What follows belongs to an exercise in optimizing a design on an open flow for small area; a production flow would make more cautious choices. Where RTL was checked, it was by simulation tests only, not by an equivalence proof against the original. Power figures rest on the tool's default switching activity, not on a simulated workload.

==> run F: inputs <==
==> flow/design.v <==
module UART_BAUDRATE_GEN
(
    input  I_sys_clk,
    input  I_rst,
    output O_tick,       
    output O_phase3      
);
reg [3:0] b;
always @(posedge I_sys_clk or posedge I_rst)
begin
    if (I_rst)
        b <= 4'd10;
    else begin
        b[0] <= ~b[0];
        b[1] <= (b[1] ^ b[0]) & ~b[3];
        b[2] <= b[2] ^ (b[1] & b[0]);
        b[3] <= (b[2] & b[1] & b[0]) | (b[3] & ~b[1] & ~b[0]);
    end
end
assign O_tick   = b[3] & ~b[1] & ~b[0];    
assign O_phase3 = (b == 4'd3);
endmodule
module UART_RX
(
    input        I_sys_clk,
    input        I_rst,
    input        I_rx_serial_data,
    input        I_baud_tick,
    output [2:0] o_code,
    output       o_stop_start    
);
reg [3:0] u;
reg [3:0] sp;
reg [2:0] S;
wire line = I_rx_serial_data;    
wire idle = u[3] & u[0];
always @(posedge I_sys_clk or posedge I_rst)
begin
    if (I_rst) begin
        u    <= 4'd9;
        sp   <= 4'd0;
        S    <= 3'd0;
    end else begin
        if (I_baud_tick) begin
            if (idle) begin
                if (!line) begin
                    if (sp[2:0] == 3'd7) begin
                        u  <= 4'd0;
                        sp <= 4'd0;
                    end else
                        sp <= sp + 4'd1;
                end
            end else begin
                {u, sp} <= {u, sp} + 8'd1;
                if (!u[3] && sp == 4'd15) begin
                    case (u[2:0])
                    3'd0, 3'd1, 3'd2: S <= {line, S[2:1]};
                    3'd3: if (line != (S[2] & (S[0] ^ S[1]))) S <= 3'd0;
                    3'd4: if (line != (S[0] & S[1]))           S <= 3'd0;
                    3'd5, 3'd6: if (!line)                     S <= 3'd0;
                    default:    if (line)                      S <= 3'd0;
                    endcase
                end
            end
        end
    end
end
assign o_code       = S;
assign o_stop_start = u[3] & ~u[0] & (sp == 4'd0);
endmodule
module Wrapper_UART
(
    input        I_sys_clk,
    input        I_rst,
    input        I_rx_serial_data,
    output [7:0] o_cmd
);
wire       tick, phase3, stop_start;
wire [2:0] code;
UART_BAUDRATE_GEN M1 (.I_sys_clk(I_sys_clk), .I_rst(I_rst), .O_tick(tick), .O_phase3(phase3));
UART_RX M2 (.I_sys_clk(I_sys_clk), .I_rst(I_rst), .I_rx_serial_data(I_rx_serial_data),
            .I_baud_tick(tick), .o_code(code), .o_stop_start(stop_start));
UART_Check_data M3 (.I_code(code), .I_valid2(stop_start & phase3), .o_write_enable(o_cmd[6:0]));
assign o_cmd[7] = 1'b0;
endmodule
module UART_Check_data
(
    input  [2:0] I_code,
    input        I_valid2,
    output [6:0] o_write_enable
);
assign o_write_enable[0] = I_valid2 & (I_code == 3'b001);  
assign o_write_enable[1] = I_valid2 & (I_code == 3'b111);  
assign o_write_enable[2] = I_valid2 & (I_code == 3'b011);  
assign o_write_enable[3] = I_valid2 & (I_code == 3'b100);  
assign o_write_enable[4] = I_valid2 & (I_code == 3'b010);  
assign o_write_enable[5] = I_valid2 & (I_code == 3'b110);  
assign o_write_enable[6] = I_valid2 & (I_code == 3'b101);  
endmodule
module motor_logic #(parameter count_limit = 40)
(
    input   I_clk,
    input   I_rst,
    input   I_motor_tick,
    input   I_servo_pwm_EN,
    input   I_ind,
    output  o_servo_output,
    output  movement_done
);
localparam CW = $clog2(count_limit + 1);
reg [1:0]    pwm;
reg          dn;
reg [CW-1:0] cnt;
wire T    = I_motor_tick;
wire sat  = ((cnt & count_limit) == count_limit);
wire hi   = |pwm;
wire pend = I_ind ? hi : &pwm;
wire stop = T & pend;                     
wire step = T & ~pend & (I_servo_pwm_EN | hi);
wire clr  = stop & sat;
wire [CW-1:0] cnt_inc = cnt + {{(CW-1){1'b0}}, T & ~sat};
always @(posedge I_clk or posedge I_rst)
begin
    if (I_rst) begin
        pwm <= 2'd0;
        dn  <= 1'b0;
        cnt <= {CW{1'b0}};
    end else begin
        pwm <= stop ? 2'd0 : pwm + {1'b0, step};
        dn  <= clr | (dn & ~step);
        cnt <= cnt_inc & ~({CW{clr}} & count_limit);
    end
end
assign o_servo_output = hi;
assign movement_done  = dn;
endmodule
module motor_logic_grip #(parameter count_limit = 40, parameter REV = 0)
(
    input   I_clk,
    input   I_rst,
    input   I_motor_tick,
    input   I_servo_pwm_EN,
    input   I_ind,
    output  o_servo_output,
    output  movement_done
);
localparam CW = $clog2(count_limit + 1);
reg [1:0]    q;
reg [CW-1:0] cnt;
wire T    = I_motor_tick;
wire sat  = ((cnt & count_limit) == count_limit);
wire two  = REV ? ~I_ind : I_ind;         
wire pend = q[1] & (q[0] | ~two);
wire stop = T & pend;
wire step = T & ~pend & (I_servo_pwm_EN | q[1]);
wire clr  = stop & sat;
wire [CW-1:0] cnt_inc = cnt + {{(CW-1){1'b0}}, T & ~sat};
always @(posedge I_clk or posedge I_rst)
begin
    if (I_rst) begin
        q   <= 2'b00;
        cnt <= {CW{1'b0}};
    end else begin
        if (stop)      q <= {1'b0, sat};
        else if (step) q <= {1'b1, q[1]};
        cnt <= cnt_inc & ~({CW{clr}} & count_limit);
    end
end
assign o_servo_output = q[1];
assign movement_done  = ~q[1] & q[0];
endmodule
module scanner
(
    input        I_sys_clk,
    input        I_rst,
    input        I_rst_button,
    input        I_start_button,
    input        det,
    input        D1,
    input        D3,
    input        G1,
    input        G2,
    input        G3,
    output       scanner_done,
    output [7:0] outs           
);
reg  [5:0] s;
reg        di3;
wire       cond;
wire [6:0] tab;
wire       di3_set, di3_clr;
scanner_table table_i (.s(s), .D1(D1), .D3(D3), .G1(G1), .G2(G2), .G3(G3),
                       .cond(cond), .outs(tab), .di3_set(di3_set), .di3_clr(di3_clr));
wire idle  = (s == 6'd0) | (s == 6'd63);
wire adv   = det & cond;
always @(posedge I_sys_clk or posedge I_rst)
begin
    if (I_rst) begin
        s   <= 6'd0;
        di3 <= 1'b0;
    end else if (I_rst_button) begin
        s   <= 6'd0;
        di3 <= 1'b0;
    end else begin
        if (idle) begin
            if (I_start_button) s <= 6'd10;
            else                s <= 6'd0;
        end else if (adv) begin
            s <= s + 6'd1;
            if (di3_set) di3 <= 1'b1;
            if (di3_clr) di3 <= 1'b0;
        end
    end
end
assign scanner_done = (s == 6'd0);
assign outs = {di3 & ~scanner_done, tab};    
endmodule
module scanner_table(input [5:0] s, input D1, input D3, input G1, input G2, input G3,
    output reg cond, output reg [6:0] outs, output di3_set, output di3_clr);
always @(*) begin
    case (s)
    6'd10: begin cond = 1'b1; outs = 7'b0000000; end  
    6'd11: begin cond = D1; outs = 7'b0001100; end  
    6'd12: begin cond = G3; outs = 7'b0111000; end  
    6'd13: begin cond = G1 & G2; outs = 7'b0101011; end  
    6'd14: begin cond = D1 & G3; outs = 7'b0100110; end  
    6'd15: begin cond = 1'b1; outs = 7'b0100001; end  
    6'd16: begin cond = G1; outs = 7'b0100001; end  
    6'd17: begin cond = 1'b1; outs = 7'b0010000; end  
    6'd18: begin cond = G3; outs = 7'b0010000; end  
    6'd19: begin cond = 1'b1; outs = 7'b0001100; end  
    6'd20: begin cond = D1; outs = 7'b0001100; end  
    6'd21: begin cond = 1'b1; outs = 7'b0111000; end  
    6'd22: begin cond = G3; outs = 7'b0111000; end  
    6'd23: begin cond = 1'b1; outs = 7'b0101011; end  
    6'd24: begin cond = G1; outs = 7'b0101011; end  
    6'd25: begin cond = 1'b1; outs = 7'b0100110; end  
    6'd26: begin cond = D1; outs = 7'b0100110; end  
    6'd27: begin cond = 1'b1; outs = 7'b0100001; end  
    6'd28: begin cond = G1; outs = 7'b0100001; end  
    6'd29: begin cond = 1'b1; outs = 7'b0010000; end  
    6'd30: begin cond = G3; outs = 7'b0010000; end  
    6'd31: begin cond = 1'b1; outs = 7'b0001100; end  
    6'd32: begin cond = D1; outs = 7'b0001100; end  
    6'd33: begin cond = 1'b1; outs = 7'b0111000; end  
    6'd34: begin cond = G3; outs = 7'b0111000; end  
    6'd35: begin cond = 1'b1; outs = 7'b0101011; end  
    6'd36: begin cond = G1; outs = 7'b0101011; end  
    6'd37: begin cond = 1'b1; outs = 7'b0100110; end  
    6'd38: begin cond = D1; outs = 7'b0100110; end  
    6'd39: begin cond = 1'b1; outs = 7'b1100010; end  
    6'd40: begin cond = 1'b1; outs = 7'b1100010; end  
    6'd41: begin cond = 1'b1; outs = 7'b1100010; end  
    6'd42: begin cond = D3; outs = 7'b1100010; end  
    6'd43: begin cond = 1'b1; outs = 7'b0100001; end  
    6'd44: begin cond = G1; outs = 7'b0100001; end  
    6'd45: begin cond = 1'b1; outs = 7'b0010000; end  
    6'd46: begin cond = G3; outs = 7'b0010000; end  
    6'd47: begin cond = 1'b1; outs = 7'b1000000; end  
    6'd48: begin cond = 1'b1; outs = 7'b1000000; end  
    6'd49: begin cond = 1'b1; outs = 7'b1000000; end  
    6'd50: begin cond = D3; outs = 7'b1000000; end  
    6'd51: begin cond = G3; outs = 7'b0110000; end  
    6'd52: begin cond = 1'b1; outs = 7'b0100011; end  
    6'd53: begin cond = G1; outs = 7'b0100011; end  
    6'd54: begin cond = 1'b1; outs = 7'b1100010; end  
    6'd55: begin cond = 1'b1; outs = 7'b1100010; end  
    6'd56: begin cond = 1'b1; outs = 7'b1100010; end  
    6'd57: begin cond = D3; outs = 7'b1100010; end  
    6'd58: begin cond = G1; outs = 7'b0100001; end  
    6'd59: begin cond = 1'b1; outs = 7'b0010000; end  
    6'd60: begin cond = 1'b1; outs = 7'b0010000; end  
    6'd61: begin cond = 1'b1; outs = 7'b0010000; end  
    6'd62: begin cond = 1'b1; outs = 7'b0000000; end  
    default: begin cond = 1'b1; outs = 7'b0000000; end
    endcase
end
assign di3_set = (s == 6'd38) | (s == 6'd53);
assign di3_clr = (s == 6'd46);
endmodule
module user_controller
(
    input        I_sys_clk,
    input        I_rst,
    input        I_rst_user_button,
    input  [3:0] I_move,         
    input        det,
    input        scanner_done,
    input  [7:0] done,           
    output [3:0] o_d,
    output [3:0] o_g,
    output [3:0] o_di,
    output [3:0] o_gi
);
reg [3:0] st;
reg [1:0] arm;    
wire idle = (st == 4'd0);
wire top  = (arm == 2'd2);
wire dA   = scanner_done & done[arm];
wire gA   = scanner_done & done[{1'b1, arm}];
wire cond = (top ^ st[1]) ? gA : dA;
always @(posedge I_sys_clk or posedge I_rst)
begin
    if (I_rst) begin
        st  <= 4'd0;
        arm <= 2'd0;
    end else if (I_rst_user_button) begin
        st  <= 4'd0;
        arm <= 2'd0;
    end else if (idle) begin
        if (scanner_done & (|I_move)) begin
            st  <= 4'b0111;
            arm <= {I_move[1] | I_move[2], I_move[3] | I_move[2]};
        end
    end else if (det & (~st[3] | ~st[0] | cond)) begin
        st <= st + 4'd1;
    end
end
wire act = st[3];
wire p1  = st[2];
wire p0  = st[1];
wire gv  = top ? ~p0 : p0;
wire dv  = ~gv;
wire giv = top ? ~p1 : (p1 ^ p0);
wire div = top ? (p1 ^ p0) : ~p1;
genvar i;
generate
for (i = 0; i < 4; i = i + 1) begin : arms
    wire sel = act & scanner_done & (arm == i);
    assign o_g[i]  = sel & gv;
    assign o_d[i]  = sel & dv;
    assign o_gi[i] = sel & giv;
    assign o_di[i] = sel & div;
end
endgenerate
endmodule
module Top_level
#(
    parameter BAUD_RATE             = 781250,   
    parameter MOTOR_CLOCK_FREQUENCY = 3906250,  
    parameter SERVO_COUNT_LIMIT     = 40        
)
(
    input           I_sys_clk_top,
    input           I_on_board_reset_n,
    input           I_rx_serial_data,
    output          o_servo1_directional_output_top,
    output          o_servo2_directional_output_top,
    output          o_servo3_directional_output_top,
    output          o_servo4_directional_output_top,
    output          o_servo1_gripping_output_top,
    output          o_servo2_gripping_output_top,
    output          o_servo3_gripping_output_top,
    output          o_servo4_gripping_output_top
);
wire clk = I_sys_clk_top;
wire rst = I_on_board_reset_n;
reg  [4:0] mc;
always @(posedge clk or posedge rst)
    if (rst) mc <= 5'd0;
    else     mc <= mc + 5'd1;
wire motor_tick = (mc == 5'd15);
wire motor_det  = (mc == 5'd17);
wire [7:0] cmd;
Wrapper_UART uart
(
    .I_sys_clk        (clk),
    .I_rst            (rst),
    .I_rx_serial_data (I_rx_serial_data),
    .o_cmd            (cmd)
);
wire       sc_done;
wire [7:0] sc_outs;    
wire [7:0] done;       
scanner cube_scanner
(
    .I_sys_clk  (clk),
    .I_rst      (rst),
    .I_rst_button(cmd[5]),
    .I_start_button(cmd[4]),
    .det        (motor_det),
    .D1         (done[0]),
    .D3         (done[2]),
    .G1         (done[4]),
    .G2         (done[5]),
    .G3         (done[6]),
    .scanner_done(sc_done),
    .outs       (sc_outs)
);
wire [3:0] u_d, u_g, u_di, u_gi;
user_controller user_ctrl
(
    .I_sys_clk  (clk),
    .I_rst      (rst),
    .I_rst_user_button(cmd[6]),
    .I_move     (cmd[3:0]),
    .det        (motor_det),
    .scanner_done(sc_done),
    .done       (done),
    .o_d        (u_d),
    .o_g        (u_g),
    .o_di       (u_di),
    .o_gi       (u_gi)
);
wire [3:0] en_d  = u_d  | {1'b0, sc_outs[6], sc_outs[2], sc_outs[2]};
wire [3:0] en_g  = u_g  | {1'b0, sc_outs[4], sc_outs[0], sc_outs[0]};
wire [3:0] ind_d = u_di | {1'b0, sc_outs[7], sc_outs[3], sc_outs[3]};
wire [3:0] ind_g = u_gi | {1'b0, sc_outs[5], sc_outs[1], sc_outs[1]};
wire [7:0] pwm_out;
genvar i;
generate
for (i = 0; i < 4; i = i + 1) begin : servo
    motor_logic #(.count_limit(SERVO_COUNT_LIMIT)) S_directional
    (
        .I_clk(clk), .I_rst(rst), .I_motor_tick(motor_tick),
        .I_servo_pwm_EN(en_d[i]), .I_ind(ind_d[i]),
        .o_servo_output(pwm_out[i]), .movement_done(done[i])
    );
    motor_logic_grip #(.count_limit(SERVO_COUNT_LIMIT), .REV(i == 2)) S_gripping
    (
        .I_clk(clk), .I_rst(rst), .I_motor_tick(motor_tick),
        .I_servo_pwm_EN(en_g[i]), .I_ind(ind_g[i]),
        .o_servo_output(pwm_out[4+i]), .movement_done(done[4+i])
    );
end
endgenerate
assign o_servo1_directional_output_top = pwm_out[0];
assign o_servo2_directional_output_top = pwm_out[1];
assign o_servo3_directional_output_top = pwm_out[2];
assign o_servo4_directional_output_top = pwm_out[3];
assign o_servo1_gripping_output_top    = pwm_out[4];
assign o_servo2_gripping_output_top    = pwm_out[5];
assign o_servo3_gripping_output_top    = pwm_out[6];
assign o_servo4_gripping_output_top    = pwm_out[7];
endmodule
==> flow/run.sh <==
#!/bin/bash
# synth_recipe.tcl (not shown) runs the flow's synth.tcl, then flattens the netlist and writes it again
# the make line also repeats each setting of config.mk as NAME=value (left out here)
make -C /OpenROAD-flow-scripts/flow DESIGN_CONFIG=/design/flow/config.mk WORK_HOME=/design/flow/orfs CLKGATE_MAP_FILE= SYNTH_SCRIPT=/design/flow/synth_recipe.tcl finish
==> flow/config.mk <==
export PLATFORM = sky130hd
export DESIGN_NAME = Top_level
export DESIGN_NICKNAME = Top_level
export VERILOG_FILES = /design/flow/design.v
export SDC_FILE = /design/flow/constraint.sdc
export NUM_CORES = 4
export LEC_CHECK = 0
export ABC_AREA = 1
export CAP_MARGIN = 20
export CORE_MARGIN = 2
export CORE_UTILIZATION = 55
export SLEW_MARGIN = 20
==> flow/constraint.sdc <==
create_clock -name core_clock -period 8.0 [get_ports {I_sys_clk_top}]
set_input_delay 1.6000 -clock core_clock [delete_from_list [all_inputs] [get_ports {I_sys_clk_top}]]
set_output_delay 1.6000 -clock core_clock [all_outputs]
set_load 0.01 [all_outputs]
==> run A: changes against run F <==
==> flow/design.v, changed modules only <==
module UART_BAUDRATE_GEN
(
    input  I_sys_clk,
    input  I_rst,
    output O_tick,
    output O_phase3      
);
reg [3:0] b;
always @(posedge I_sys_clk or posedge I_rst)
begin
    if (I_rst)
        b <= 4'd10;
    else begin
        b[0] <= ~b[0];
        b[1] <= (b[1] ^ b[0]) & ~b[3];
        b[2] <= b[2] ^ (b[1] & b[0]);
        b[3] <= (b[2] & b[1] & b[0]) | (b[3] & ~b[1] & ~b[0]);
    end
end
assign O_tick   = (b == 4'd0);
assign O_phase3 = (b == 4'd3);
endmodule
module UART_RX
(
    input        I_sys_clk,
    input        I_rst,
    input        I_rx_serial_data,
    input        I_baud_tick,
    output [2:0] o_code,
    output       o_stop_start    
);
reg [1:0] sync;
reg [3:0] u;
reg [3:0] sp;
reg [2:0] S;
wire line = sync[1];
wire idle = u[3] & u[0];
always @(posedge I_sys_clk or posedge I_rst)
begin
    if (I_rst) begin
        sync <= 2'b00;
        u    <= 4'd9;
        sp   <= 4'd0;
        S    <= 3'd0;
    end else begin
        sync <= {sync[0], I_rx_serial_data};
        if (I_baud_tick) begin
            if (idle) begin
                if (!line) begin
                    if (sp[2:0] == 3'd7) begin
                        u  <= 4'd0;
                        sp <= 4'd0;
                    end else
                        sp <= sp + 4'd1;
                end
            end else begin
                {u, sp} <= {u, sp} + 8'd1;
                if (!u[3] && sp == 4'd15) begin
                    case (u[2:0])
                    3'd0, 3'd1, 3'd2: S <= {line, S[2:1]};
                    3'd3: if (line != (S[2] & (S[0] ^ S[1]))) S <= 3'd0;
                    3'd4: if (line != (S[0] & S[1]))           S <= 3'd0;
                    3'd5, 3'd6: if (!line)                     S <= 3'd0;
                    default:    if (line)                      S <= 3'd0;
                    endcase
                end
            end
        end
    end
end
assign o_code       = S;
assign o_stop_start = u[3] & ~u[0] & (sp == 4'd0);
endmodule
module motor_logic #(parameter count_limit = 40, parameter KIND = 0)
(
    input   I_clk,
    input   I_rst,
    input   I_motor_tick,
    input   I_servo_pwm_EN,
    input   I_ind,             
    output  o_servo_output,
    output  movement_done
);
localparam CW = $clog2(count_limit + 1);
reg [1:0]    pwm;
reg [CW-1:0] cnt;
reg          dn;
wire sat = ((cnt & count_limit) == count_limit);
wire hi  = |pwm;
wire pend = (KIND == 0) ? (I_ind ? hi      : &pwm)    :    
            (KIND == 1) ? (I_ind ? pwm[1]  : hi)      :    
                          (I_ind ? hi      : pwm[1]);      
always @(posedge I_clk or posedge I_rst)
begin
    if (I_rst) begin
        pwm <= 2'd0;
        cnt <= {CW{1'b0}};
        dn  <= 1'b0;
    end else if (I_motor_tick) begin
        if (pend) begin
            pwm <= 2'd0;
            if (sat) begin
                dn  <= 1'b1;
                cnt <= {CW{1'b0}};
            end
        end else if (I_servo_pwm_EN || hi) begin
            dn  <= 1'b0;
            pwm <= pwm + 2'd1;
        end
        if (!sat)
            cnt <= cnt + 1'b1;
    end
end
assign o_servo_output = hi;
assign movement_done  = dn;
endmodule
module scanner
(
    input        I_sys_clk,
    input        I_rst,
    input        I_rst_button,
    input        I_start_button,
    input        det,
    input        D1,
    input        D3,
    input        G1,
    input        G2,
    input        G3,
    output       scanner_done,
    output [7:0] outs           
);
reg  [5:0] s;
reg        di3;
wire       cond;
wire [6:0] tab;
wire       di3_set, di3_clr;
scanner_table table_i (.s(s), .D1(D1), .D3(D3), .G1(G1), .G2(G2), .G3(G3),
                       .cond(cond), .outs(tab), .di3_set(di3_set), .di3_clr(di3_clr));
wire idle  = (s == 6'd0) | (s == 6'd63);
wire adv   = det & cond;
always @(posedge I_sys_clk or posedge I_rst)
begin
    if (I_rst) begin
        s   <= 6'd0;
        di3 <= 1'b0;
    end else if (I_rst_button) begin
        s   <= 6'd0;
        di3 <= 1'b0;
    end else begin
        if (idle) begin
            if (I_start_button) s <= 6'd10;
            else                s <= 6'd0;
        end else if (adv) begin
            s <= s + 6'd1;
            if (di3_set) di3 <= 1'b1;
            if (di3_clr) di3 <= 1'b0;
        end
    end
end
assign scanner_done = (s == 6'd0);
assign outs = {di3, tab};
endmodule
module user_controller
(
    input        I_sys_clk,
    input        I_rst,
    input        I_rst_user_button,
    input  [3:0] I_move,         
    input        det,
    input        scanner_done,
    input  [7:0] done,           
    output [3:0] o_d,
    output [3:0] o_g,
    output [3:0] o_di,
    output [3:0] o_gi
);
reg [3:0] st;
reg [1:0] arm;    
wire idle = (st == 4'd0);
wire top  = (arm == 2'd2);
wire dA   = scanner_done & done[arm];
wire gA   = scanner_done & done[{1'b1, arm}];
wire cond = (top ^ st[1]) ? gA : dA;
always @(posedge I_sys_clk or posedge I_rst)
begin
    if (I_rst) begin
        st  <= 4'd0;
        arm <= 2'd0;
    end else if (I_rst_user_button) begin
        st  <= 4'd0;
        arm <= 2'd0;
    end else if (idle) begin
        if (scanner_done & (|I_move)) begin
            st  <= 4'b0111;
            arm <= {I_move[1] | I_move[2], I_move[3] | I_move[2]};
        end
    end else if (det & (~st[3] | ~st[0] | cond)) begin
        st <= st + 4'd1;
    end
end
wire act = st[3];
wire p1  = st[2];
wire p0  = st[1];
wire gv  = top ? ~p0 : p0;
wire dv  = ~gv;
wire giv = top ? ~p1 : (p1 ^ p0);
wire div = top ? (p1 ^ p0) : ~p1;
genvar i;
generate
for (i = 0; i < 4; i = i + 1) begin : arms
    wire sel = act & (arm == i);
    assign o_g[i]  = sel & gv;
    assign o_d[i]  = sel & dv;
    assign o_gi[i] = sel & giv;
    assign o_di[i] = sel & div;
end
endgenerate
endmodule
module Top_level
#(
    parameter BAUD_RATE             = 781250,   
    parameter MOTOR_CLOCK_FREQUENCY = 3906250,  
    parameter SERVO_COUNT_LIMIT     = 40        
)
(
    input           I_sys_clk_top,
    input           I_on_board_reset_n,
    input           I_rx_serial_data,
    output          o_servo1_directional_output_top,
    output          o_servo2_directional_output_top,
    output          o_servo3_directional_output_top,
    output          o_servo4_directional_output_top,
    output          o_servo1_gripping_output_top,
    output          o_servo2_gripping_output_top,
    output          o_servo3_gripping_output_top,
    output          o_servo4_gripping_output_top
);
wire clk = I_sys_clk_top;
wire rst = I_on_board_reset_n;
reg  [4:0] mc;
always @(posedge clk or posedge rst)
    if (rst) mc <= 5'd0;
    else     mc <= mc + 5'd1;
wire motor_tick = (mc == 5'd15);
wire motor_det  = (mc == 5'd17);
wire [7:0] cmd;
Wrapper_UART uart
(
    .I_sys_clk        (clk),
    .I_rst            (rst),
    .I_rx_serial_data (I_rx_serial_data),
    .o_cmd            (cmd)
);
wire       sc_done;
wire [7:0] sc_outs;    
wire [7:0] done;       
scanner cube_scanner
(
    .I_sys_clk  (clk),
    .I_rst      (rst),
    .I_rst_button(cmd[5]),
    .I_start_button(cmd[4]),
    .det        (motor_det),
    .D1         (done[0]),
    .D3         (done[2]),
    .G1         (done[4]),
    .G2         (done[5]),
    .G3         (done[6]),
    .scanner_done(sc_done),
    .outs       (sc_outs)
);
wire [3:0] u_d, u_g, u_di, u_gi;
user_controller user_ctrl
(
    .I_sys_clk  (clk),
    .I_rst      (rst),
    .I_rst_user_button(cmd[6]),
    .I_move     (cmd[3:0]),
    .det        (motor_det),
    .scanner_done(sc_done),
    .done       (done),
    .o_d        (u_d),
    .o_g        (u_g),
    .o_di       (u_di),
    .o_gi       (u_gi)
);
wire [3:0] en_d  = sc_done ? u_d  : {1'b0, sc_outs[6], sc_outs[2], sc_outs[2]};
wire [3:0] en_g  = sc_done ? u_g  : {1'b0, sc_outs[4], sc_outs[0], sc_outs[0]};
wire [3:0] ind_d = sc_done ? u_di : {1'b0, sc_outs[7], sc_outs[3], sc_outs[3]};
wire [3:0] ind_g = sc_done ? u_gi : {1'b0, sc_outs[5], sc_outs[1], sc_outs[1]};
wire [7:0] pwm_out;
genvar i;
generate
for (i = 0; i < 4; i = i + 1) begin : servo
    motor_logic #(.count_limit(SERVO_COUNT_LIMIT), .KIND(0)) S_directional
    (
        .I_clk(clk), .I_rst(rst), .I_motor_tick(motor_tick),
        .I_servo_pwm_EN(en_d[i]), .I_ind(ind_d[i]),
        .o_servo_output(pwm_out[i]), .movement_done(done[i])
    );
    motor_logic #(.count_limit(SERVO_COUNT_LIMIT), .KIND(i == 2 ? 2 : 1)) S_gripping
    (
        .I_clk(clk), .I_rst(rst), .I_motor_tick(motor_tick),
        .I_servo_pwm_EN(en_g[i]), .I_ind(ind_g[i]),
        .o_servo_output(pwm_out[4+i]), .movement_done(done[4+i])
    );
end
endgenerate
assign o_servo1_directional_output_top = pwm_out[0];
assign o_servo2_directional_output_top = pwm_out[1];
assign o_servo3_directional_output_top = pwm_out[2];
assign o_servo4_directional_output_top = pwm_out[3];
assign o_servo1_gripping_output_top    = pwm_out[4];
assign o_servo2_gripping_output_top    = pwm_out[5];
assign o_servo3_gripping_output_top    = pwm_out[6];
assign o_servo4_gripping_output_top    = pwm_out[7];
endmodule
// module motor_logic_grip removed
ABC_AREA = unset   (was 1)
CORE_UTILIZATION = 40   (was 55)
==> run H: changes against run F <==
CORE_UTILIZATION = 70   (was 55)
PLACE_DENSITY = 0.85   (was unset)
==> notes <==
- Final cell count: run H < run F < run A.
- Via count: run F < run H < run A.
- Between run A and run F, the lower sequential power is in run F (gap 6.1%, measured against run F).
- In run F the critical path depth is lower than in run A, by 6.
- First-iteration DRC count: run A > run F > run H.
- Between run F and run A, the lower global-route usage is in run A (gap 6.0 points).
- Of run F and run A, run F has the higher setup slack (gap 0.33 ns).
- The lowest sequential share of layout area belongs to run A, the highest to run H.
- Between run F and run A, the lower synthesized cell count is in run F (gap 6.0%, measured against run A).
- Die area: run A > run F > run H.
==> figures <==
|  | run F | run A | run H |
|---|---|---|---|
| Placeable core region | 10700 um2 | 17800 um2 | 8260 um2 |
| Register share of the cell area | 39.4% | 34.7% | 39.6% |
| Hpwl dp | 9.27 mm | 11.4 mm | 9.87 mm |
| Overall power of the completed layout | 843 uW | 1.00 mW | 837 uW |
| Area share of the largest cell type after synthesis | 40.4% | 35.8% | 40.4% |
| Post-Route M1 WL | 6.04 mm | 8.35 mm | 5.52 mm |
| Combined area of the multi-input logic cells | 2940 um2 | 4080 um2 | 2940 um2 |
| Min-delay src | uart.M1.b[0] | uart.M2.sync[0] | uart.M1.b[0] |
| Result of the run | timing/DRC/antenna clean | timing/DRC/antenna clean | timing/DRC/antenna clean |
| Start point of the critical path | servo[1].S_directional.pwm[0] | mc[0] | servo[0].S_directional.pwm[1] |
| Share of synthesized cell area in and, or, nand and nor gates | 27.6% | 20.0% | 27.6% |
| Total Nets Final | 821 | 848 | 821 |
| Max Fanout on Critical Path | 5 | 82 | 5 |
| R2r endpoint | servo[2].S_directional.cnt[5] | servo[2].S_gripping.cnt[4] | servo[2].S_directional.cnt[5] |
| Number of filler instances in the final layout | 993 | 1747 | 598 |
| Multiplexer area fraction after synthesis | 0% | 3.39% | 0% |
| Xor-xnor portion of the synthesized cell area | 5.68% | 1.22% | 5.68% |
| Average instance area after synthesis | 7.82 um2 | 8.81 um2 | 7.82 um2 |
| Power dissipated in the clock network | 322 uW | 446 uW | 315 uW |
| Number of non-clock buffers | 11 | 13 | 11 |
| Setup slack after layout | 4.87 ns | 4.54 ns | 4.87 ns |
| Share of power burned in the clock network | 38.1% | 44.6% | 37.7% |
No functional check of the RTL was part of run F and run H.

separate check: timing with driven ports:
The flow's constraints put no driver on any port. The routed layouts listed below were extracted and timed again, unchanged, in two steps.
Step 1: set_driving_cell puts a clkbuf_16 on I_sys_clk_top and a buf_2 on each other input, an assumption about the parent block.
Step 2 adds t to the input delays and takes it off the output delays; t is the mean of the earliest and latest rising clock arrival at the registers after step 1. Input paths then give back, and output paths get back, about the clock's delay inside the block.
Slacks: ideal ports / drivers / drivers and shift; pairs: ideal ports / drivers.
run	t (ns)	setup WS [ns]	worst hold slack (ns)	worst setup path at the end	pins driven straight from the clock port
run F	0.405	4.872 / 4.838 / 4.627	0.468 / 0.468 / 0.468	input to register	1
run A	0.409	4.542 / 4.542 / 4.542	0.356 / 0.356 / 0.356	register to register	1
run H	0.402	4.866 / 4.831 / 4.692	0.472 / 0.472 / 0.472	input to register	1
After both steps setup and hold are still met in every run listed. The setup slack of run F, which loses most, moves by -0.034 ns with the drivers and by -0.245 ns with both steps.
